From an optimization exercise on the open Yosys and OpenROAD flow, aimed at small area; shortcuts taken in it are not production practice.
Only simulation tests tie the RTL to the original design; equivalence was not proved.
In every run shown here, the design's own scripts or RTL, not TritonCTS, make the clock network.
No driver is modelled on the clock port, so clock power and skew are understated where the tree is cut down; a real chip needs a root buffer or a tree.
Power figures rest on the tool's default switching activity, not on a simulated workload.

$ cat design/flow/config.mk
export PLATFORM = sky130hd
export DESIGN_NAME = TOP_Digital_Clock
export DESIGN_NICKNAME = TOP_Digital_Clock
export VERILOG_FILES = /design/flow/design.v
export SDC_FILE = /design/flow/constraint.sdc
export NUM_CORES = 4
export LEC_CHECK = 0
export CAP_MARGIN = 20
export CORE_MARGIN = 2
export CORE_UTILIZATION = 40
export GPL_TIMING_DRIVEN = 0
export SLEW_MARGIN = 20
$ cat design/flow/constraint.sdc
create_clock -name core_clock -period 10.0 [get_ports {fpga_clk}]
set_input_delay 2.0000 -clock core_clock [delete_from_list [all_inputs] [get_ports {fpga_clk}]]
set_output_delay 2.0000 -clock core_clock [all_outputs]
set_load 0.01 [all_outputs]
$ cat design/flow/design.v
`timescale 1ns / 1ps
module digital_clock_clk_gen(
    input fpga_clk,
    input rstn,
    output sec_tick,
    output scan_tick
    );
reg  [5:0] c_q;
wire [5:0] c = c_q;
wire c_n0 = (~c[4] & ~c[5]) | (c[3] & ~c[5]) | (c[0] & ~c[3] & c[4] & c[5]) | (~c[0] & ~c[1] & ~c[3] & c[5]) | (c[1] & ~c[2] & ~c[5]);
wire c_n1 = (c[0]);
wire c_n2 = (c[1]);
wire c_n3 = (c[2]);
wire c_n4 = (c[3]);
wire c_n5 = (c[4]);
assign scan_tick = (~c[0] & c[1] & c[2] & c[4]) | (~c[0] & c[2] & c[4] & ~c[5]);    
assign sec_tick = (~c[0] & c[1] & ~c[2] & c[4] & ~c[5]);    
always @(posedge fpga_clk, negedge rstn) begin
    if (!rstn) begin
        c_q <= 6'd37;
    end
    else begin
        c_q <= {c_n5, c_n4, c_n3, c_n2, c_n1, c_n0} ^ 6'd0;
    end
end
endmodule
`timescale 1ns / 1ps
module Digital_Clock(
    input clk,
    input rstn,
    input sec_tick,
    input scan_tick,
    output wire [7:0] digit,
    output wire [6:0] seg
    );
reg  [3:0] so_q;
wire [3:0] so = so_q ^ 4'd6;
reg  [2:0] st_q;
wire [2:0] st = st_q ^ 3'd5;
reg  [3:0] mo_q;
wire [3:0] mo = mo_q ^ 4'd11;
reg  [2:0] mt_q;
wire [2:0] mt = mt_q ^ 3'd7;
reg  [4:0] hr_q;
wire [4:0] hr = hr_q ^ 5'd15;
reg  [2:0] pos_q;
wire [2:0] pos = pos_q ^ 3'd5;
wire so_n0 = (~so[0]);
wire so_n1 = (so[0] & ~so[1] & ~so[3]) | (~so[0] & so[1]);
wire so_n2 = (so[0] & so[1] & ~so[2]) | (~so[1] & so[2]) | (~so[0] & so[2]);
wire so_n3 = (~so[0] & so[3]) | (so[0] & so[1] & so[2]);
wire so_last = (so[0] & so[3]);
wire t2 = sec_tick & so_last;
wire st_n0 = (~st[0]);
wire st_n1 = (st[0] & ~st[1] & ~st[2]) | (~st[0] & st[1]);
wire st_n2 = (st[0] & st[1]) | (~st[0] & st[2]);
wire st_last = (st[0] & st[2]);
wire t3 = t2 & st_last;
wire mo_n0 = (~mo[0]);
wire mo_n1 = (mo[0] & ~mo[1] & ~mo[3]) | (~mo[0] & mo[1]);
wire mo_n2 = (mo[0] & mo[1] & ~mo[2]) | (~mo[1] & mo[2]) | (~mo[0] & mo[2]);
wire mo_n3 = (~mo[0] & mo[3]) | (mo[0] & mo[1] & mo[2]);
wire mo_last = (mo[0] & mo[3]);
wire t4 = t3 & mo_last;
wire mt_n0 = (~mt[0]);
wire mt_n1 = (mt[0] & ~mt[1] & ~mt[2]) | (~mt[0] & mt[1]);
wire mt_n2 = (mt[0] & mt[1]) | (~mt[0] & mt[2]);
wire mt_last = (mt[0] & mt[2]);
wire t5 = t4 & mt_last;
wire hr_n0 = (~hr[0]);
wire hr_n1 = (hr[0] & ~hr[1] & ~hr[3]) | (~hr[0] & hr[1]) | (hr[0] & ~hr[1] & hr[2]);
wire hr_n2 = (hr[0] & hr[1] & ~hr[2]) | (~hr[1] & hr[2]) | (~hr[0] & hr[2]) | (hr[0] & hr[3] & hr[4]);
wire hr_n3 = (hr[0] & hr[1] & hr[2] & ~hr[3]) | (~hr[0] & hr[3]) | (~hr[1] & hr[2] & hr[3]) | (hr[3] & hr[4]);
wire hr_n4 = (hr[0] & ~hr[2] & hr[3] & ~hr[4]) | (~hr[3] & hr[4]) | (~hr[0] & hr[4]);
wire h6d0 = (hr[0]);
wire h7d0 = (hr[4]);
wire h6d1 = (hr[1]);
wire h7d1 = (hr[2] & hr[3]);
wire h6d2 = (hr[2] & ~hr[3]);
wire h6d3 = (~hr[2] & hr[3]);
wire pos_n0 = (~pos[0]);
wire pos_n1 = (~pos[0] & ~pos[1] & ~pos[2]) | (pos[0] & pos[2]) | (pos[1] & pos[2]);
wire pos_n2 = (~pos[1]);
wire sel0 = (~pos[0] & ~pos[1] & pos[2]);
wire sel1 = (pos[0] & ~pos[1] & pos[2]);
wire sel2 = (~pos[0] & pos[1] & pos[2]);
wire sel3 = (pos[0] & pos[1] & ~pos[2]);
wire sel4 = (~pos[0] & ~pos[1] & ~pos[2]);
wire sel5 = (pos[0] & pos[1] & pos[2]);
wire sel6 = (~pos[0] & pos[1] & ~pos[2]);
wire sel7 = (pos[0] & ~pos[1] & ~pos[2]);
assign digit = ~{sel7, sel6, sel5, sel4, sel3, sel2, sel1, sel0};
wire val0 = (sel0 & so[0]) | (sel1 & st[0]) | (sel3 & mo[0]) | (sel4 & mt[0]) | (sel6 & h6d0) | (sel7 & h7d0);
wire val1 = (sel0 & so[1]) | (sel1 & st[1]) | (sel3 & mo[1]) | (sel4 & mt[1]) | (sel6 & h6d1) | (sel7 & h7d1);
wire val2 = (sel0 & so[2]) | (sel1 & st[2]) | sel2 | (sel3 & mo[2]) | (sel4 & mt[2]) | sel5 | (sel6 & h6d2);
wire val3 = (sel0 & so[3]) | sel2 | (sel3 & mo[3]) | sel5 | (sel6 & h6d3);
assign seg[0] = (~val1 & ~val2 & ~val3) | (val0 & val1 & val2);
assign seg[1] = (val0 & ~val2 & ~val3) | (val1 & ~val2) | (val0 & val1) | (val2 & val3);
assign seg[2] = (val0) | (~val1 & val2);
assign seg[3] = (val0 & ~val1 & ~val2 & ~val3) | (~val0 & ~val1 & val2) | (val0 & val1 & val2);
assign seg[4] = (~val0 & val1 & ~val2) | (val2 & val3);
assign seg[5] = (val2 & val3) | (val0 & ~val1 & val2) | (~val0 & val1 & val2);
assign seg[6] = (val0 & ~val1 & ~val2 & ~val3) | (~val0 & ~val1 & val2);
always @(posedge clk, negedge rstn) begin
    if (!rstn) begin
        so_q <= 4'd6;
        st_q <= 3'd5;
        mo_q <= 4'd11;
        mt_q <= 3'd7;
        hr_q <= 5'd15;
        pos_q <= 3'd1;
    end
    else begin
        if (sec_tick) so_q <= {so_n3, so_n2, so_n1, so_n0} ^ 4'd6;
        if (t2) st_q <= {st_n2, st_n1, st_n0} ^ 3'd5;
        if (t3) mo_q <= {mo_n3, mo_n2, mo_n1, mo_n0} ^ 4'd11;
        if (t4) mt_q <= {mt_n2, mt_n1, mt_n0} ^ 3'd7;
        if (t5) hr_q <= {hr_n4, hr_n3, hr_n2, hr_n1, hr_n0} ^ 5'd15;
        if (scan_tick) pos_q <= {pos_n2, pos_n1, pos_n0} ^ 3'd5;
    end
end
endmodule
`timescale 1ns / 1ps
module TOP_Digital_Clock(
    input fpga_clk,
    input rstn,
    output wire [7:0] digit,
    output wire [6:0] seg
);
wire sec_tick;
wire scan_tick;
digital_clock_clk_gen inst_clk_gen(
    .fpga_clk(fpga_clk),
    .rstn(rstn),
    .sec_tick(sec_tick),
    .scan_tick(scan_tick)
);
Digital_Clock inst_Digital_Clock(
    .clk(fpga_clk),
    .rstn(rstn),
    .sec_tick(sec_tick),
    .scan_tick(scan_tick),
    .digit(digit),
    .seg(seg)
);
endmodule
$ cat design/flow/flow/run.sh
#!/bin/bash
# Own layout flow: the standard synthesis; its combinational logic re-mapped
# for area, or an own synthesis with the standard registers (names, cells),
# whichever is smaller; then the standard ORFS flow from floorplan to finish
# with small port buffers and a one-level clock tree of four buffers.
set -euo pipefail
W=$(pwd)
F=$W/flow
R=$W/orfs/results/sky130hd/TOP_Digital_Clock/base
LIB=$FLOW_HOME/platforms/sky130hd/lib/sky130_fd_sc_hd__tt_025C_1v80.lib
YOSYS=$(command -v yosys || echo $FLOW_HOME/../tools/install/yosys/bin/yosys)

bash standard.sh synth > std_synth.log 2>&1
cp $R/1_2_yosys.v $W/std_netlist.v

# candidates: (a) the standard netlist with its combinational logic re-mapped,
# (b) an own synthesis of the design whose registers are then given the
# standard synthesis's names and cell types. The smallest is laid out.
best=""; bestarea=""
consider() {  # consider NAME LOG NETLIST
  local a
  a=$(grep "Chip area for module" $2 | tail -1 | awk '{print $NF}')
  if [[ -n "$a" ]] && { [[ -z "$bestarea" ]] || python3 -c "import sys; sys.exit(0 if $a < $bestarea else 1)"; }; then
    best=$3; bestarea=$a
  fi
  echo "$1: ${a:-failed}" >> $W/reopt_choice.txt
}
: > $W/reopt_choice.txt
for s in $F/abc*.abc; do
  n=$(basename $s .abc)
  sed -e "s#@LIB@#$LIB#g" -e "s#@IN@#$W/std_netlist.v#" -e "s#@OUT@#$W/reopt_$n.v#" \
      -e "s#@ABC@#$s#" -e "s#@TOP@#$FLOW_TOP#" $F/reopt.ys.in > $W/reopt_$n.ys
  if $YOSYS -l $W/reopt_$n.log -q $W/reopt_$n.ys > /dev/null 2>&1; then
    consider reopt_$n $W/reopt_$n.log $W/reopt_$n.v
  fi
  sed -e "s#@LIB@#$LIB#g" -e "s#@DESIGN@#$FLOW_DESIGN#" -e "s#@OUT@#$W/own_$n.raw.v#" \
      -e "s#@ABC@#$s#" -e "s#@TOP@#$FLOW_TOP#" $F/synth_own.ys.in > $W/own_$n.ys
  if $YOSYS -l $W/own_$n.log -q $W/own_$n.ys > /dev/null 2>&1 && \
     python3 $F/match_regs.py $W/std_netlist.v $W/own_$n.raw.v $W/own_$n.v > $W/own_$n.match.log 2>&1; then
    consider own_$n $W/own_$n.log $W/own_$n.v
  fi
done
echo "chosen: $best ($bestarea um2)" | tee -a $W/reopt_choice.txt
if [[ -n "$best" ]]; then
  cp $best $R/1_2_yosys.v
  touch $R/1_2_yosys.v
  rm -f $R/1_synth.odb $R/1_synth.sdc
fi

export BUFFER_PORTS_ARGS="-buffer_cell sky130_fd_sc_hd__buf_1"
export CTS_ARGS="-sink_clustering_enable -repair_clock_nets -dont_use_dummy_load -buf_list sky130_fd_sc_hd__clkbuf_4 -root_buf sky130_fd_sc_hd__clkbuf_4"
export POST_CTS_TCL=$F/post_cts.tcl
export MY_CLK_NBUF=${MY_CLK_NBUF:-4} MY_CLK_BUF=${MY_CLK_BUF:-sky130_fd_sc_hd__clkbuf_4}
bash standard.sh finish > std_finish.log 2>&1
$ cat design/flow/flow/abc1.abc
strash
dch -f
amap
$ cat design/flow/flow/abc2.abc
strash
balance -l; resub -K 6 -l; rewrite -l; resub -K 6 -N 2 -l; refactor -l; resub -K 8 -l; balance -l; resub -K 8 -N 2 -l; rewrite -l; resub -K 10 -l; rewrite -z -l; resub -K 10 -N 2 -l; balance -l; resub -K 12 -l; refactor -z -l; resub -K 12 -N 2 -l; rewrite -z -l; balance -l
dch -f
amap
$ cat design/flow/flow/abc3.abc
strash
dc2
dch -f
amap
$ cat design/flow/flow/abc_x10.abc
strash
dc2
dch
amap
$ cat design/flow/flow/abc_x13.abc
strash
drw
drf
dc2
dch -f
amap
$ cat design/flow/flow/abc_x4.abc
strash
dc2
dch -f
amap -m
$ cat design/flow/flow/match_regs.py
"""Give the flip-flops of an own-synthesis netlist the names and cell types
that the standard synthesis gave them, matching them by the register net on
their Q pin.  Exits non-zero if the registers do not pair one to one."""
import re, sys
def flops(text):
    res = {}
    for m in re.finditer(r'(sky130_fd_sc_hd__df\w+)\s+(\\\S+|\S+)\s*\((.*?)\);', text, re.S):
        cell, name, body = m.group(1), m.group(2), m.group(3)
        q = re.search(r'\.Q\(\s*(\\\S+\s|[^\s)]+)\s*\)', body)
        if not q:
            sys.exit(f"flop {name} without Q")
        res[q.group(1).strip()] = (cell, name, m.start(), m.end())
    return res
std_text = open(sys.argv[1]).read()
own_text = open(sys.argv[2]).read()
std = flops(std_text)
own = flops(own_text)
if set(std) != set(own):
    sys.exit(f"registers differ: std-only {sorted(set(std)-set(own))[:5]} own-only {sorted(set(own)-set(std))[:5]}")
out = []
pos = 0
for q, (cell, name, s, e) in sorted(own.items(), key=lambda kv: kv[1][2]):
    scell, sname = std[q][0], std[q][1]
    inst = own_text[s:e]
    inst = inst.replace(cell, scell, 1)
    inst = inst.replace(name, sname, 1)
    out.append(own_text[pos:s]); out.append(inst); pos = e
out.append(own_text[pos:])
new = "".join(out)
# no other instance may already carry one of the standard names
for q, (scell, sname, s, e) in std.items():
    if len(re.findall(r'\s' + re.escape(sname) + r'\s*\(', new)) != 1:
        sys.exit(f"name clash for {sname}")
open(sys.argv[3], "w").write(new)
print(f"matched {len(std)} registers")
$ cat design/flow/flow/post_cts.tcl
# Replace the clock tree that CTS built by NBUF clock buffers, each driving a
# cluster of nearby flip-flops; the clock port drives the buffers directly.
set nbuf [expr {[info exists ::env(MY_CLK_NBUF)] ? $::env(MY_CLK_NBUF) : 3}]
set bufm [expr {[info exists ::env(MY_CLK_BUF)] ? $::env(MY_CLK_BUF) : "sky130_fd_sc_hd__clkbuf_4"}]
set block [ord::get_db_block]
set port_net [[$block findBTerm fpga_clk] getNet]
# collect sinks (register clock pins) reachable through the CTS tree
set ::pc_sinks {}
set ::pc_old_insts {}
set ::pc_old_nets {}
proc walk {net} {
  upvar #0 pc_sinks sinks pc_old_insts old_insts pc_old_nets old_nets
  foreach it [$net getITerms] {
    if {[$it getIoType] ne "INPUT"} { continue }
    set inst [$it getInst]
    set m [[$inst getMaster] getName]
    if {[string match "*clkbuf*" $m] || [string match "*clkinv*" $m] || [string match "clkload*" [$inst getName]]} {
      lappend old_insts $inst
      foreach o [$inst getITerms] {
        if {[$o getIoType] eq "OUTPUT" && [$o getNet] ne "NULL"} { lappend old_nets [$o getNet]; walk [$o getNet] }
      }
    } else {
      lappend sinks $it
    }
  }
}
walk $port_net
set sinks $::pc_sinks
set old_insts $::pc_old_insts
set old_nets $::pc_old_nets
puts "post_cts: [llength $sinks] sinks, [llength $old_insts] old clock cells"
# disconnect sinks and remove the old tree
foreach s $sinks { $s disconnect }
foreach inst $old_insts { odb::dbInst_destroy $inst }
foreach n $old_nets { if {[llength [$n getITerms]] == 0} { odb::dbNet_destroy $n } }
# k-means clustering of sink locations
set pts {}
foreach s $sinks { set b [[$s getInst] getBBox]; lappend pts [list [expr {([$b xMin]+[$b xMax])/2}] [expr {([$b yMin]+[$b yMax])/2}]] }
set n [llength $pts]
set sorted [lsort -integer -index 0 [lmap p $pts {lindex $p 0}]]
set cent {}
for {set k 0} {$k < $nbuf} {incr k} {
  set p [lindex [lsort -integer -index 0 $pts] [expr {int(($k + 0.5) * $n / $nbuf)}]]
  lappend cent $p
}
for {set iter 0} {$iter < 30} {incr iter} {
  set assign {}
  foreach p $pts {
    set best 0; set bd 1e18
    for {set k 0} {$k < $nbuf} {incr k} {
      set c [lindex $cent $k]
      set d [expr {pow([lindex $p 0]-[lindex $c 0],2)+pow([lindex $p 1]-[lindex $c 1],2)}]
      if {$d < $bd} { set bd $d; set best $k }
    }
    lappend assign $best
  }
  set newcent {}
  for {set k 0} {$k < $nbuf} {incr k} {
    set sx 0; set sy 0; set c 0
    foreach p $pts a $assign { if {$a == $k} { set sx [expr {$sx+[lindex $p 0]}]; set sy [expr {$sy+[lindex $p 1]}]; incr c } }
    if {$c > 0} { lappend newcent [list [expr {int($sx/$c)}] [expr {int($sy/$c)}]] } else { lappend newcent [lindex $cent $k] }
  }
  set cent $newcent
}
set master [[ord::get_db] findMaster $bufm]
for {set k 0} {$k < $nbuf} {incr k} {
  set net [odb::dbNet_create $block "clknet_my_$k"]
  $net setSigType CLOCK
  set inst [odb::dbInst_create $block $master "clkbuf_my_$k"]
  set c [lindex $cent $k]
  $inst setLocation [expr {[lindex $c 0] - [$master getWidth]/2}] [expr {[lindex $c 1]}]
  $inst setPlacementStatus PLACED
  [$inst findITerm A] connect $port_net
  [$inst findITerm X] connect $net
  set cnt 0
  foreach s $sinks a $assign { if {$a == $k} { $s connect $net; incr cnt } }
  puts "post_cts: clkbuf_my_$k drives $cnt sinks"
}
detailed_placement
check_placement -verbose
estimate_parasitics -placement
report_clock_skew
$ cat design/flow/flow/reopt.ys.in
# Re-map the combinational logic of the standard synthesis netlist; the
# flip-flop instances (names, cell types, connections) are kept as they are.
read_liberty -ignore_miss_func @LIB@
blackbox sky130_fd_sc_hd__df*
read_verilog @IN@
hierarchy -top @TOP@
flatten
opt_clean -purge
abc -script @ABC@ -liberty @LIB@ -dont_use *probe* -dont_use *lpflow* -D 10000
opt_clean -purge
hilomap -singleton -hicell sky130_fd_sc_hd__conb_1 HI -locell sky130_fd_sc_hd__conb_1 LO
splitnets
opt_clean -purge
stat -liberty @LIB@
write_verilog -noattr -nohex -nodec @OUT@
$ cat design/flow/flow/synth_own.ys.in
# Own synthesis of the design: Yosys's generic synthesis (without the fsm and
# share passes, flattened, as the standard synthesis), then ABC maps the
# combinational logic for area. Flip-flops are renamed to the standard
# synthesis's names and cell types afterwards (match_regs.py).
read_verilog @DESIGN@
synth -flatten -top @TOP@ -nofsm -noshare
rename -hide w:*$func$*
dfflibmap -liberty @LIB@ -dont_use *dfxtp* -dont_use *dfrbp* -dont_use *dfbbp* -dont_use *dfsbp*
opt
abc -script @ABC@ -liberty @LIB@ -dont_use *probe* -dont_use *lpflow* -D 10000
opt_clean -purge
hilomap -singleton -hicell sky130_fd_sc_hd__conb_1 HI -locell sky130_fd_sc_hd__conb_1 LO
splitnets
opt_clean -purge
stat -liberty @LIB@
write_verilog -noattr -nohex -nodec @OUT@
$ cat design/flow/standard.sh
#!/bin/bash
# synth_recipe.tcl (not shown) runs the flow's synth.tcl, then flattens the netlist and writes it again
# the make line also repeats each setting of config.mk as NAME=value (left out here)
make -C /OpenROAD-flow-scripts/flow DESIGN_CONFIG=/design/flow/config.mk WORK_HOME=/design/flow/orfs CLKGATE_MAP_FILE= SYNTH_SCRIPT=/design/flow/synth_recipe.tcl "${@:-finish}"
==> out/qor.yml, run 1 <==
floorplanning:
  dieHeight_um: 60.9
  ios: 17
  rows: 20
  die_x_um: 60.9
  dieArea_mm2: 0.00371
  start_util_pct: 42.1
  core_area_mm2: 0.00308
power_and_ir_drop:
  pwr-share-comb_pct: 1.3
  clockPowerShare_pct: 28.5
  switching_power_mw: 0.0293
  p_sw_share_pct: 18.1
  powerDensity_mw_per_mm2: 112
  seqPwrFrac_pct: 70.1
  vdd_ir_drop_max_uv: 66.1
  leakagePower_nw: 0.565
  p_int_mw: 0.133
finish:
  fillers: 326
  layout.nets: 166
  drive_gt1_share_pct: 14.8
  postLayoutCoreUtil_pct: 47.0
  syn_to_final_growth_pct: 11.8
  antenna_cells: 0
drt:
  drtAntennaViolNets: 0
  routedWlPerCell_um: 13.0
  routed_wirelength_mm: 2.68
  drtIter0Drc: 62
  drcViolationCount: 0
  first_pass_iters: 4
  via_count: 1072
  drt-vias-per-instance: 5.20
synthesis:
  yosys_warnings: 2
  syn_area_mm2: 0.00129
  synth_nets: 144
  synthCells: 142
  avgSynthCellArea_um2: 9.12
sta:
  fin_crit_sh_pct: 47.9
  finalHoldViolCount: 0
  rsz0062_at_grt: "no"
  tightest_slew_ns: 0.648
  finClkSkew_ns: 0.0315
  fmax_mhz: 209
  hold_ws_ns: 0.410
  finalWorstSetupSlack_ns: 5.21
  setup_tns_ns: 0
  relSlewSlack_pct: 56.7
  maxSlewViolCount: 0
  fin_crit_ns: 4.79
  finalSetupViolCount: 0
clock_tree:
  cts.sinks: 28
  worstSkewPairLatency_ns: 0.16
  clk_pin_slew_ns: 0.06
setup_path:
  startpoint: "inst_Digital_Clock.pos_q[0]"
  r2r_cells: 15
  ff2ff_setup_slack_ns: 7.19
  r2r_end: "inst_Digital_Clock.hr_q[2]"
  r2r_start: "inst_clk_gen.c_q[2]"
  cp.required_ns: 8.00
  setup.worst_path.end: "seg[5]"
  arrival_ns: 2.79
  worstSetupEndpointType: "output port"
  cp_max_fo: 6
  cp-start-kind: "flop"
  path_class: "flop to output port"
global_routing:
  grt_pass1_wl_mm: 4.49
  grt-ovfl-total: 0
  grt_start_max_net_pins: 29
  grt_use_total_pct: 17.1
  grt_pass1_vias: 1001
  antenna_found_initial: 0
placed_design:
  port_buffers: 16
  gp_congestion: 0.842
  dp_hpwl_mm: 2.03
  dp_slack_ns: 5.10
job:
  drv_cap: 0
run_status:
  status: "finished clean"
worst_hold_path:
  min_path_type: "flop to flop"
==> how the worst min path moves through the flow <==
stage | from | endpoint | depth (start not counted)
after floorplan | inst_clk_gen.c_q[3] | inst_clk_gen.c_q[4] | 0
after global placement | inst_clk_gen.c_q[3] | inst_clk_gen.c_q[4] | 0
after detailed placement | inst_clk_gen.c_q[3] | inst_clk_gen.c_q[4] | 0
after global routing | inst_clk_gen.c_q[4] | inst_clk_gen.c_q[5] | 0
final | inst_clk_gen.c_q[4] | inst_clk_gen.c_q[5] | 0
==> flip-flops by register name, indices dropped and copies added (netlist names), named ones only <==
| signal | flops |
|---|---|
| inst_clk_gen.c_q | 6 |
| inst_Digital_Clock.so_q | 4 |
| inst_Digital_Clock.mt_q | 2 |
| inst_Digital_Clock.hr_q | 5 |
| inst_Digital_Clock.pos_q | 3 |
| inst_Digital_Clock.mo_q | 4 |
| inst_Digital_Clock.st_q | 2 |
==> cell usage in the layout (no fill, tap or decap), drive strengths merged, types with 2 or more instances in the layout <==
cell type / n
o21ai: 11
nand2: 18
nor3: 7
nand3: 5
buf: 16
dfrtp: 10
a211o: 2
clkinv: 21
o21a: 3
or2: 3
dfstp: 18
clkbuf: 4
nor4: 2
nor2: 15
a21oi: 6
o22ai: 10
==> worst max-delay path, stage by stage (launching register included) <==
cell,delay [ns]
dfstp_2,0.56
clkinv_1,0.15
nand3_1,0.19
clkinv_1,0.14
a32o_1,0.24
nor3_1,0.46
o21ai_0,0.23
o21a_1,0.16
or2_0,0.21
a21oi_1,0.15
buf_1,0.16
==> metrics by stage <==
stage                     power (mW)  instances  area [µm²]
after floorplan                0.115        142        1290
after global placement         0.118        202        1410
after detailed placement       0.118        202        1410
after global routing           0.169        206        1450
final                          0.162        206        1450
==> per-layer routing <==
layer  track usage, %  up-vias  share of wire [%]
li1                 -      546                  -
met4             6.21        0                1.5
met1             21.0      500                 49
met2             28.4       22                 46
met3             5.12        4                4.2
met5                0        -                  0
==> cell type report <==
cell class	instances	area (µm²)	area share, %
inverters	21	78.8	5.45
repair buffers	16	61.3	4.24
plain buffers	4	30.0	2.07
flip-flops and latches	28	723	50.0
well taps	44	55.1	3.80
multi-input cells	93	499	34.5
==> power by group through the flow <==
stage                     Combinational (mW)  Sequential, mW  Clock [mW]
after floorplan                  0.000000217           0.115           0
after global placement               0.00223           0.115           0
after detailed placement             0.00236           0.115           0
after global routing                 0.00260           0.114      0.0526
final                                0.00217           0.114      0.0463
==> inputs of run 2 (changes only) <==
--- a/design/flow/design.v
+++ b/design/flow/design.v
@@ -13,11 +13,11 @@
 wire c_n3 = (c[2]);
 wire c_n4 = (c[3]);
 wire c_n5 = (c[4]);
-assign scan_tick = (~c[0] & c[1] & c[2] & c[4]) | (~c[0] & c[2] & c[4] & ~c[5]);    
-assign sec_tick = (~c[0] & c[1] & ~c[2] & c[4] & ~c[5]);    
+assign scan_tick = (c[1] & c[3] & ~c[4] & ~c[5]) | (c[1] & ~c[2] & c[3] & ~c[5]);    
+assign sec_tick = (~c[0] & c[1] & ~c[2] & c[3] & c[4]);    
 always @(posedge fpga_clk, negedge rstn) begin
     if (!rstn) begin
-        c_q <= 6'd37;
+        c_q <= 6'd52;
     end
     else begin
         c_q <= {c_n5, c_n4, c_n3, c_n2, c_n1, c_n0} ^ 6'd0;
@@ -34,17 +34,17 @@
     output wire [6:0] seg
     );
 reg  [3:0] so_q;
-wire [3:0] so = so_q ^ 4'd6;
+wire [3:0] so = so_q ^ 4'd3;
 reg  [2:0] st_q;
-wire [2:0] st = st_q ^ 3'd5;
+wire [2:0] st = st_q ^ 3'd3;
 reg  [3:0] mo_q;
 wire [3:0] mo = mo_q ^ 4'd11;
 reg  [2:0] mt_q;
-wire [2:0] mt = mt_q ^ 3'd7;
+wire [2:0] mt = mt_q ^ 3'd5;
 reg  [4:0] hr_q;
 wire [4:0] hr = hr_q ^ 5'd15;
 reg  [2:0] pos_q;
-wire [2:0] pos = pos_q ^ 3'd5;
+wire [2:0] pos = pos_q ^ 3'd3;
 wire so_n0 = (~so[0]);
 wire so_n1 = (so[0] & ~so[1] & ~so[3]) | (~so[0] & so[1]);
 wire so_n2 = (so[0] & so[1] & ~so[2]) | (~so[1] & so[2]) | (~so[0] & so[2]);
@@ -103,20 +103,20 @@
 assign seg[6] = (val0 & ~val1 & ~val2 & ~val3) | (~val0 & ~val1 & val2);
 always @(posedge clk, negedge rstn) begin
     if (!rstn) begin
-        so_q <= 4'd6;
-        st_q <= 3'd5;
+        so_q <= 4'd3;
+        st_q <= 3'd3;
         mo_q <= 4'd11;
-        mt_q <= 3'd7;
+        mt_q <= 3'd5;
         hr_q <= 5'd15;
-        pos_q <= 3'd1;
+        pos_q <= 3'd7;
     end
     else begin
-        if (sec_tick) so_q <= {so_n3, so_n2, so_n1, so_n0} ^ 4'd6;
-        if (t2) st_q <= {st_n2, st_n1, st_n0} ^ 3'd5;
+        if (sec_tick) so_q <= {so_n3, so_n2, so_n1, so_n0} ^ 4'd3;
+        if (t2) st_q <= {st_n2, st_n1, st_n0} ^ 3'd3;
         if (t3) mo_q <= {mo_n3, mo_n2, mo_n1, mo_n0} ^ 4'd11;
-        if (t4) mt_q <= {mt_n2, mt_n1, mt_n0} ^ 3'd7;
+        if (t4) mt_q <= {mt_n2, mt_n1, mt_n0} ^ 3'd5;
         if (t5) hr_q <= {hr_n4, hr_n3, hr_n2, hr_n1, hr_n0} ^ 5'd15;
-        if (scan_tick) pos_q <= {pos_n2, pos_n1, pos_n0} ^ 3'd5;
+        if (scan_tick) pos_q <= {pos_n2, pos_n1, pos_n0} ^ 3'd3;
     end
 end
 endmodule
--- a/design/flow/flow/run.sh
+++ b/design/flow/flow/run.sh
@@ -2,7 +2,7 @@
 # Own layout flow: the standard synthesis; its combinational logic re-mapped
 # for area, or an own synthesis with the standard registers (names, cells),
 # whichever is smaller; then the standard ORFS flow from floorplan to finish
-# with small port buffers and a one-level clock tree of four buffers.
+# with small port buffers and the clock through a single clkbuf_16.
 set -euo pipefail
 W=$(pwd)
 F=$W/flow
@@ -50,5 +50,5 @@
 export BUFFER_PORTS_ARGS="-buffer_cell sky130_fd_sc_hd__buf_1"
 export CTS_ARGS="-sink_clustering_enable -repair_clock_nets -dont_use_dummy_load -buf_list sky130_fd_sc_hd__clkbuf_4 -root_buf sky130_fd_sc_hd__clkbuf_4"
 export POST_CTS_TCL=$F/post_cts.tcl
-export MY_CLK_NBUF=${MY_CLK_NBUF:-4} MY_CLK_BUF=${MY_CLK_BUF:-sky130_fd_sc_hd__clkbuf_4}
+export MY_CLK_NBUF=${MY_CLK_NBUF:-1} MY_CLK_BUF=${MY_CLK_BUF:-sky130_fd_sc_hd__clkbuf_16}
 bash standard.sh finish > std_finish.log 2>&1
--- a/design/flow/flow/post_cts.tcl
+++ b/design/flow/flow/post_cts.tcl
@@ -1,7 +1,8 @@
-# Replace the clock tree that CTS built by NBUF clock buffers, each driving a
-# cluster of nearby flip-flops; the clock port drives the buffers directly.
-set nbuf [expr {[info exists ::env(MY_CLK_NBUF)] ? $::env(MY_CLK_NBUF) : 3}]
-set bufm [expr {[info exists ::env(MY_CLK_BUF)] ? $::env(MY_CLK_BUF) : "sky130_fd_sc_hd__clkbuf_4"}]
+# Replace the clock tree that CTS built by NBUF clock buffers (one clkbuf_16
+# by default), each driving a cluster of nearby flip-flops; the clock port
+# drives the buffers directly.
+set nbuf [expr {[info exists ::env(MY_CLK_NBUF)] ? $::env(MY_CLK_NBUF) : 1}]
+set bufm [expr {[info exists ::env(MY_CLK_BUF)] ? $::env(MY_CLK_BUF) : "sky130_fd_sc_hd__clkbuf_16"}]
 set block [ord::get_db_block]
 set port_net [[$block findBTerm fpga_clk] getNet]
 # collect sinks (register clock pins) reachable through the CTS tree
==> out/qor.yml, run 2 <==
global_routing:
  use_met3_pct: 1.92  # -3.2 points
  grt_pass1_wl_mm: 4.55  # +1.5%
  antenna_found_initial: 0  # unchanged
  grt_use_met2_pct: 28.1  # -0.31 points
  grt_start_max_net_pins: 29  # unchanged
  grt-ovfl-total: 0  # unchanged
  grt_pass1_vias: 1012  # +1.1%
  grt_use_total_pct: 16.5  # -0.55 points
  gr-max-usage-layer: "met2"
  gr-usage-met1_pct: 22.1  # +1.0 points
setup_path:
  startpoint: "inst_Digital_Clock.pos_q[2]"
  worstSetupEndpointType: "output port"
  cp.required_ns: 8.00  # about the same
  cp-start-kind: "flop"
  r2r_start: "inst_clk_gen.c_q[1]"
  path_class: "flop to output port"
  cp_max_fo: 7  # +1
  arrival_ns: 3.11  # +0.32 ns
drt:
  drcViolationCount: 0  # unchanged
  first_pass_iters: 4  # unchanged
  routedWlPerCell_um: 12.9  # -1.3%
  drtAntennaViolNets: 0  # unchanged
  routed_wirelength_mm: 2.60  # -3.2%
  drtIter0Drc: 97  # +56%
  via_count: 1041  # -2.9%
  drt-vias-per-instance: 5.15  # -0.97%
synthesis:
  yosys_warnings: 2  # unchanged
  synthCells: 141  # -0.70%
  synth_nets: 143  # -0.69%
  syn_area_mm2: 0.00129  # -0.48%
  avgSynthCellArea_um2: 9.14  # +0.22%
sta:
  relSlewSlack_pct: 34.3  # -22 points
  finalSetupViolCount: 0  # unchanged
  finClkSkew_ns: 0.00340  # -0.0281 ns
  maxSlewViolCount: 0  # unchanged
  fin_crit_sh_pct: 51.1  # +3.2 points
  rsz0062_at_grt: "no"
  fmax_mhz: 196  # -6.4%
  finalHoldViolCount: 0  # unchanged
  setup_tns_ns: 0  # unchanged
  finalWorstSetupSlack_ns: 4.89  # -0.325 ns
  tightest_slew_ns: 0.984  # +0.336 ns
  fin_crit_ns: 5.11  # +0.325 ns
floorplanning:
  core_area_mm2: 0.00305  # -0.81%
  die_x_um: 60.8  # -0.23%
  dieHeight_um: 60.8  # -0.23%
  dieArea_mm2: 0.00369  # -0.46%
  rows: 20  # unchanged
  start_util_pct: 42.2  # +0.14 points
  ios: 17  # unchanged
finish:
  largest_register: "inst_clk_gen.c_q"
  drive_gt1_share_pct: 13.3  # -1.5 points
  final_cell_mix: "22 x clkinv_1, 19 x dfstp_2, 17 x nor2_1"
  final_common_cell: "clkinv_1"
  largest_register_ffs: 6  # unchanged
  layout.nets: 162  # -2.4%
  postLayoutCoreUtil_pct: 46.9  # -0.15 points
  syn_to_final_growth_pct: 11.1
  antenna_cells: 0  # unchanged
  reg.largest.list: "inst_clk_gen.c_q (6), inst_Digital_Clock.hr_q (5)"
  fillers: 314  # -3.7%
placed_design:
  port_buffers: 16  # unchanged
  dp_slack_ns: 5.11  # +0.00846 ns
  gp_congestion: 0.801  # -4.9%
  dp_hpwl_mm: 2.06  # +1.3%
job:
  drv_cap: 0  # unchanged
power_and_ir_drop:
  vdd_ir_drop_max_uv: 94.0  # +42%
  powerDensity_mw_per_mm2: 113  # +1.3%
  finalPower_mw: 0.162  # +0.15%
  leakagePower_nw: 0.555  # -1.8%
clock_tree:
  cts.sinks: 28  # unchanged
  clk_pin_slew_ns: 0.10  # +0.04 ns
  worstSkewPairLatency_ns: 0.16  # about the same
worst_hold_path:
  hold_start: "inst_clk_gen.c_q[4]"
  min_path_type: "flop to flop"
run_status:
  status: "finished clean"
run 2: path summary, 6_finish.rpt:
path                                               to  slack (ns)  cells past startpoint
hold / removal                    inst_clk_gen.c_q[5]        0.38                      0
max in group asynchronous  inst_Digital_Clock.hr_q[4]        7.77                      1
min in group asynchronous         inst_clk_gen.c_q[0]        1.83                      1
setup / recovery                               seg[5]        4.89                      9
setup reg to reg           inst_Digital_Clock.hr_q[2]        7.15                     17
hold reg to reg                   inst_clk_gen.c_q[5]        0.38                      0
run 2: worst max-delay path, cell delays in order (launching register included):
cell,delay (ns)
dfstp_2,0.56
clkinv_1,0.16
nand3_1,0.25
o22ai_1,0.13
a2111oi_1,0.85
o21ai_0,0.29
o21a_1,0.18
or2_0,0.21
a21oi_1,0.15
buf_1,0.17
run 2: power breakdown:
group          leakage, nW  switching (mW)  internal, mW
Sequential           0.318               0         0.114
Combinational        0.224         0.00206      0.000140
Clock               0.0123          0.0279        0.0185
run 2: cell type report:
class	count	area [µm²]	share of cell area, %
Inverter	22	82.6	5.77
Timing Repair Buffer	16	61.3	4.28
Multi-Input combinational cell	91	483	33.7
Sequential cell	28	724	50.6
Buffer	1	25.0	1.75
Tap cell	44	55.1	3.85
run 2: metal layers:
metal	vias up	part of all wire, %
met1	488	48
met3	4	2.4
li1	531	-
met5	-	0
met2	18	48
met4	0	1.8
run 2: stage by stage:
step	std cells	cell area, µm²	hold WS (ns)
3_3_place_gp	201	1400	0.368
3_5_place_dp	201	1410	0.369
6_report	202	1430	0.384
5_1_grt	202	1430	0.395
2_1_floorplan	141	1290	0.362
==> inputs of run 3 (changes only) <==
--- a/design/flow/design.v
+++ b/design/flow/design.v
@@ -6,21 +6,21 @@
     output scan_tick
     );
 reg  [5:0] c_q;
-wire [5:0] c = c_q;
+wire [5:0] c = c_q ^ 6'd30;
 wire c_n0 = (~c[4] & ~c[5]) | (c[3] & ~c[5]) | (c[0] & ~c[3] & c[4] & c[5]) | (~c[0] & ~c[1] & ~c[3] & c[5]) | (c[1] & ~c[2] & ~c[5]);
 wire c_n1 = (c[0]);
 wire c_n2 = (c[1]);
 wire c_n3 = (c[2]);
 wire c_n4 = (c[3]);
 wire c_n5 = (c[4]);
-assign scan_tick = (c[1] & c[3] & ~c[4] & ~c[5]) | (c[1] & ~c[2] & c[3] & ~c[5]);    
-assign sec_tick = (~c[0] & c[1] & ~c[2] & c[3] & c[4]);    
+assign scan_tick = (~c[0] & ~c[1] & ~c[3] & c[5]) | (~c[1] & ~c[3] & c[4] & c[5]);    
+assign sec_tick = (c[1] & c[2] & ~c[3] & c[4] & ~c[5]);    
 always @(posedge fpga_clk, negedge rstn) begin
     if (!rstn) begin
-        c_q <= 6'd52;
+        c_q <= 6'd48;
     end
     else begin
-        c_q <= {c_n5, c_n4, c_n3, c_n2, c_n1, c_n0} ^ 6'd0;
+        c_q <= {c_n5, c_n4, c_n3, c_n2, c_n1, c_n0} ^ 6'd30;
     end
 end
 endmodule
@@ -38,13 +38,13 @@
 reg  [2:0] st_q;
 wire [2:0] st = st_q ^ 3'd3;
 reg  [3:0] mo_q;
-wire [3:0] mo = mo_q ^ 4'd11;
+wire [3:0] mo = mo_q ^ 4'd10;
 reg  [2:0] mt_q;
-wire [2:0] mt = mt_q ^ 3'd5;
+wire [2:0] mt = mt_q ^ 3'd2;
 reg  [4:0] hr_q;
-wire [4:0] hr = hr_q ^ 5'd15;
+wire [4:0] hr = hr_q ^ 5'd31;
 reg  [2:0] pos_q;
-wire [2:0] pos = pos_q ^ 3'd3;
+wire [2:0] pos = pos_q ^ 3'd4;
 wire so_n0 = (~so[0]);
 wire so_n1 = (so[0] & ~so[1] & ~so[3]) | (~so[0] & so[1]);
 wire so_n2 = (so[0] & so[1] & ~so[2]) | (~so[1] & so[2]) | (~so[0] & so[2]);
@@ -70,10 +70,10 @@
 wire hr_n0 = (~hr[0]);
 wire hr_n1 = (hr[0] & ~hr[1] & ~hr[3]) | (~hr[0] & hr[1]) | (hr[0] & ~hr[1] & hr[2]);
 wire hr_n2 = (hr[0] & hr[1] & ~hr[2]) | (~hr[1] & hr[2]) | (~hr[0] & hr[2]) | (hr[0] & hr[3] & hr[4]);
-wire hr_n3 = (hr[0] & hr[1] & hr[2] & ~hr[3]) | (~hr[0] & hr[3]) | (~hr[1] & hr[2] & hr[3]) | (hr[3] & hr[4]);
-wire hr_n4 = (hr[0] & ~hr[2] & hr[3] & ~hr[4]) | (~hr[3] & hr[4]) | (~hr[0] & hr[4]);
+wire hr_n3 = (hr[0] & hr[1] & hr[2] & ~hr[3]) | (~hr[0] & hr[3]) | (hr[3] & hr[4]);
+wire hr_n4 = (~hr[3] & hr[4]) | (~hr[0] & hr[4]) | (hr[0] & ~hr[2] & hr[3]);
 wire h6d0 = (hr[0]);
-wire h7d0 = (hr[4]);
+wire h7d0 = (~hr[3] & hr[4]) | (~hr[2] & hr[4]);
 wire h6d1 = (hr[1]);
 wire h7d1 = (hr[2] & hr[3]);
 wire h6d2 = (hr[2] & ~hr[3]);
@@ -105,18 +105,18 @@
     if (!rstn) begin
         so_q <= 4'd3;
         st_q <= 3'd3;
-        mo_q <= 4'd11;
-        mt_q <= 3'd5;
-        hr_q <= 5'd15;
-        pos_q <= 3'd7;
+        mo_q <= 4'd10;
+        mt_q <= 3'd2;
+        hr_q <= 5'd31;
+        pos_q <= 3'd0;
     end
     else begin
         if (sec_tick) so_q <= {so_n3, so_n2, so_n1, so_n0} ^ 4'd3;
         if (t2) st_q <= {st_n2, st_n1, st_n0} ^ 3'd3;
-        if (t3) mo_q <= {mo_n3, mo_n2, mo_n1, mo_n0} ^ 4'd11;
-        if (t4) mt_q <= {mt_n2, mt_n1, mt_n0} ^ 3'd5;
-        if (t5) hr_q <= {hr_n4, hr_n3, hr_n2, hr_n1, hr_n0} ^ 5'd15;
-        if (scan_tick) pos_q <= {pos_n2, pos_n1, pos_n0} ^ 3'd3;
+        if (t3) mo_q <= {mo_n3, mo_n2, mo_n1, mo_n0} ^ 4'd10;
+        if (t4) mt_q <= {mt_n2, mt_n1, mt_n0} ^ 3'd2;
+        if (t5) hr_q <= {hr_n4, hr_n3, hr_n2, hr_n1, hr_n0} ^ 5'd31;
+        if (scan_tick) pos_q <= {pos_n2, pos_n1, pos_n0} ^ 3'd4;
     end
 end
 endmodule
--- a/design/flow/flow/run.sh
+++ b/design/flow/flow/run.sh
@@ -2,7 +2,7 @@
 # Own layout flow: the standard synthesis; its combinational logic re-mapped
 # for area, or an own synthesis with the standard registers (names, cells),
 # whichever is smaller; then the standard ORFS flow from floorplan to finish
-# with small port buffers and the clock through a single clkbuf_16.
+# with small port buffers and the clock through a single buf_12.
 set -euo pipefail
 W=$(pwd)
 F=$W/flow
@@ -50,5 +50,5 @@
 export BUFFER_PORTS_ARGS="-buffer_cell sky130_fd_sc_hd__buf_1"
 export CTS_ARGS="-sink_clustering_enable -repair_clock_nets -dont_use_dummy_load -buf_list sky130_fd_sc_hd__clkbuf_4 -root_buf sky130_fd_sc_hd__clkbuf_4"
 export POST_CTS_TCL=$F/post_cts.tcl
-export MY_CLK_NBUF=${MY_CLK_NBUF:-1} MY_CLK_BUF=${MY_CLK_BUF:-sky130_fd_sc_hd__clkbuf_16}
+export MY_CLK_NBUF=${MY_CLK_NBUF:-1} MY_CLK_BUF=${MY_CLK_BUF:-sky130_fd_sc_hd__buf_12}
 bash standard.sh finish > std_finish.log 2>&1
--- a/design/flow/flow/post_cts.tcl
+++ b/design/flow/flow/post_cts.tcl
@@ -1,8 +1,8 @@
-# Replace the clock tree that CTS built by NBUF clock buffers (one clkbuf_16
+# Replace the clock tree that CTS built by NBUF buffers (one buf_12
 # by default), each driving a cluster of nearby flip-flops; the clock port
 # drives the buffers directly.
 set nbuf [expr {[info exists ::env(MY_CLK_NBUF)] ? $::env(MY_CLK_NBUF) : 1}]
-set bufm [expr {[info exists ::env(MY_CLK_BUF)] ? $::env(MY_CLK_BUF) : "sky130_fd_sc_hd__clkbuf_16"}]
+set bufm [expr {[info exists ::env(MY_CLK_BUF)] ? $::env(MY_CLK_BUF) : "sky130_fd_sc_hd__buf_12"}]
 set block [ord::get_db_block]
 set port_net [[$block findBTerm fpga_clk] getNet]
 # collect sinks (register clock pins) reachable through the CTS tree
==> out/qor.yml, run 3 <==
floorplanning:
  rows: 20  # unchanged
  die_x_um: 60.6  # -0.31%
  dieHeight_um: 60.6  # -0.31%
  core_area_mm2: 0.00305  # unchanged
  ios: 17  # unchanged
  dieArea_mm2: 0.00367  # -0.62%
  start_util_pct: 41.9  # -0.29 points
finish:
  final_common_cell: "clkinv_1"
  reg.largest.list: "inst_clk_gen.c_q (6), inst_Digital_Clock.hr_q (5)"
  syn_to_final_growth_pct: 10.9
  antenna_cells: 0  # unchanged
  fillers: 307  # -2.2%
  final_area_mm2: 0.00142  # -0.87%
  layout.nets: 164  # +1.2%
  drive_gt1_share_pct: 10.0  # -3.3 points
  largest_register_ffs: 6  # unchanged
  final_cell_mix: "25 x clkinv_1, 22 x nor2_1, 15 x buf_1"
  largest_register: "inst_clk_gen.c_q"
setup_path:
  ff2ff_setup_slack_ns: 7.12  # -0.03 ns
  cp.required_ns: 8.00  # about the same
  arrival_ns: 2.90  # -0.21 ns
  path_class: "flop to output port"
  worstSetupEndpointType: "output port"
  cp-start-kind: "flop"
  cp_max_fo: 7  # unchanged
power_and_ir_drop:
  clockPowerShare_pct: 26.9  # -1.7 points
  seqPwrFrac_pct: 71.7  # +1.7 points
  vdd_ir_drop_max_uv: 111  # +18%
  powerDensity_mw_per_mm2: 112  # -1.6%
  p_sw_share_pct: 17.9  # -0.56 points
  leakagePower_nw: 0.552  # -0.56%
  pwr-share-comb_pct: 1.4  # about the same
  p_int_mw: 0.130  # -1.8%
  switching_power_mw: 0.0284  # -5.4%
sta:
  finalHoldViolCount: 0  # unchanged
  tightest_slew_ns: 1.03  # +0.0460 ns
  finClkSkew_ns: 0.00287  # -0.000534 ns
  fmax_mhz: 204  # +4.3%
  fin_crit_ns: 4.90  # -0.211 ns
  setup_tns_ns: 0  # unchanged
  rsz0062_at_grt: "no"
  fin_crit_sh_pct: 49.0  # -2.1 points
  relSlewSlack_pct: 31.2  # -3.1 points
  maxSlewViolCount: 0  # unchanged
  finalSetupViolCount: 0  # unchanged
clock_tree:
  clk_pin_slew_ns: 0.10  # about the same
  worstSkewPairLatency_ns: 0.13  # -0.03 ns
  cts.sinks: 28  # unchanged
drt:
  routedWlPerCell_um: 11.9  # -7.8%
  via_count: 1010  # -3.0%
  drtAntennaViolNets: 0  # unchanged
  drcViolationCount: 0  # unchanged
  routed_wirelength_mm: 2.42  # -6.9%
  drt-vias-per-instance: 4.95  # -3.9%
  drtIter0Drc: 88  # -9.3%
  first_pass_iters: 4  # unchanged
placed_design:
  placed_area_mm2: 0.00140  # -0.62%
  dp_hpwl_mm: 1.95  # -5.3%
  gp_congestion: 0.799  # -0.15%
  port_buffers: 16  # unchanged
run_status:
  status: "finished clean"
synthesis:
  synth_nets: 145  # +1.4%
  avgSynthCellArea_um2: 8.95  # -2.1%
  yosys_warnings: 2  # unchanged
  synthCells: 143  # +1.4%
  syn_area_mm2: 0.00128  # -0.68%
global_routing:
  grt_start_max_net_pins: 29  # unchanged
  antenna_found_initial: 0  # unchanged
  grt_pass1_wl_mm: 4.13  # -9.2%
  grt-ovfl-total: 0  # unchanged
  grt_pass1_vias: 931  # -8.0%
  grt_use_total_pct: 14.7  # -1.8 points
worst_hold_path:
  min_path_type: "flop to flop"
job:
  drv_cap: 0  # unchanged
==> run 3: changes by cell type in the layout (fill, tap and decap cells not counted), sizes merged, moves of 3 or more <==
cell,before,now
a21oi,6,9
nor2,17,22
clkinv,22,25
nor3,9,4
dfstp,19,14
dfrtp,9,14
==> run 3: metal layers <==
layer / part of all wire, % / track usage [%] / wire length, µm / up-vias
met2: 45 / 23.8 / 1090 / 14
li1: - / - / - / 537
met3: 3.4 / 1.92 / 83 / 0
met4: 0 / 0.932 / 0 / 0
met5: 0 / 0 / 0 / -
met1: 51 / 22.4 / 1240 / 459
==> run 3: per-stage QoR <==
step / setup WS (ns) / util [%] / hold slack [ns] / instances / total power [mW]
floorplan: 5.16 / - / 0.354 / 143 / 0.115
global placement: 5.15 / 45.7 / 0.377 / 203 / 0.118
detailed placement: 5.17 / 45.8 / 0.372 / 203 / 0.118
global route: 4.82 / 46.5 / 0.426 / 204 / 0.164
finish: 5.10 / 46.5 / 0.394 / 204 / 0.158
==> run 3: cell type report <==
type                       instances  area, µm²  share of cell area (%)
sequential                        28        718                    50.6
multi-input combinational         90        470                    33.2
inverter                          25       93.8                    6.61
tap                               44       55.1                    3.88
timing repair buffer              16       61.3                    4.32
buffer                             1       20.0                    1.41
==> run 3: worst max-delay path: stages (launching register included) <==
cell,delay [ns]
dfrtp_1,0.42
clkinv_1,0.15
nand3_1,0.20
o22ai_1,0.10
a2111oi_1,0.88
o21ai_0,0.28
o21a_1,0.19
or2_0,0.22
a21oi_1,0.16
buf_1,0.17
==> run 3: path summary, 6_finish.rpt <==
path | startpoint | to | cells after the start
min in group asynchronous | rstn | inst_Digital_Clock.mo_q[2] | 1
worst min register to register | inst_clk_gen.c_q[2] | inst_clk_gen.c_q[3] | 0
worst min-delay path | inst_clk_gen.c_q[2] | inst_clk_gen.c_q[3] | 0
worst max register to register | inst_clk_gen.c_q[1] | inst_Digital_Clock.hr_q[3] | 16
max in group asynchronous | rstn | inst_Digital_Clock.pos_q[0] | 1
worst max-delay path | inst_Digital_Clock.pos_q[2] | seg[5] | 9
==> run 3: power groups by stage <==
stage / Sequential [mW] / Clock (mW) / Combinational, mW
floorplan: 0.115 / 0 / 0.000000201
global placement: 0.115 / 0 / 0.00227
detailed placement: 0.115 / 0 / 0.00237
global route: 0.113 / 0.0481 / 0.00265
finish: 0.113 / 0.0426 / 0.00221

## re-timing with driven ports
How much do the figures lean on ideal ports? The routed layouts below were timed once more, with nothing changed but the port constraints.
Step 1 (the two cells are an assumption about what drives the block):
set clk [get_ports {fpga_clk}]
set_driving_cell -lib_cell sky130_fd_sc_hd__clkbuf_16 $clk
set_driving_cell -lib_cell sky130_fd_sc_hd__buf_2 [delete_from_list [all_inputs] $clk]
Step 2 also shifts input and output timing later by t, the mid clock arrival at the registers, as if the neighbouring blocks saw the same clock.
Three values: no drivers, after step 1, after step 2; two values: the first two.
| run | shift t [ns] | slack for setup (ns) | worst register clock-pin slew, ns |
|---|---|---|---|
| run 1 | 0.185 | 5.213 / 5.171 / 5.356 | 0.10 / 0.10 |
| run 2 | 0.190 | 4.888 / 4.861 / 5.050 | 0.10 / 0.10 |
| run 3 | 0.160 | 5.100 / 5.073 / 5.232 | 0.10 / 0.10 |
After both steps setup and hold are still met in every run listed.
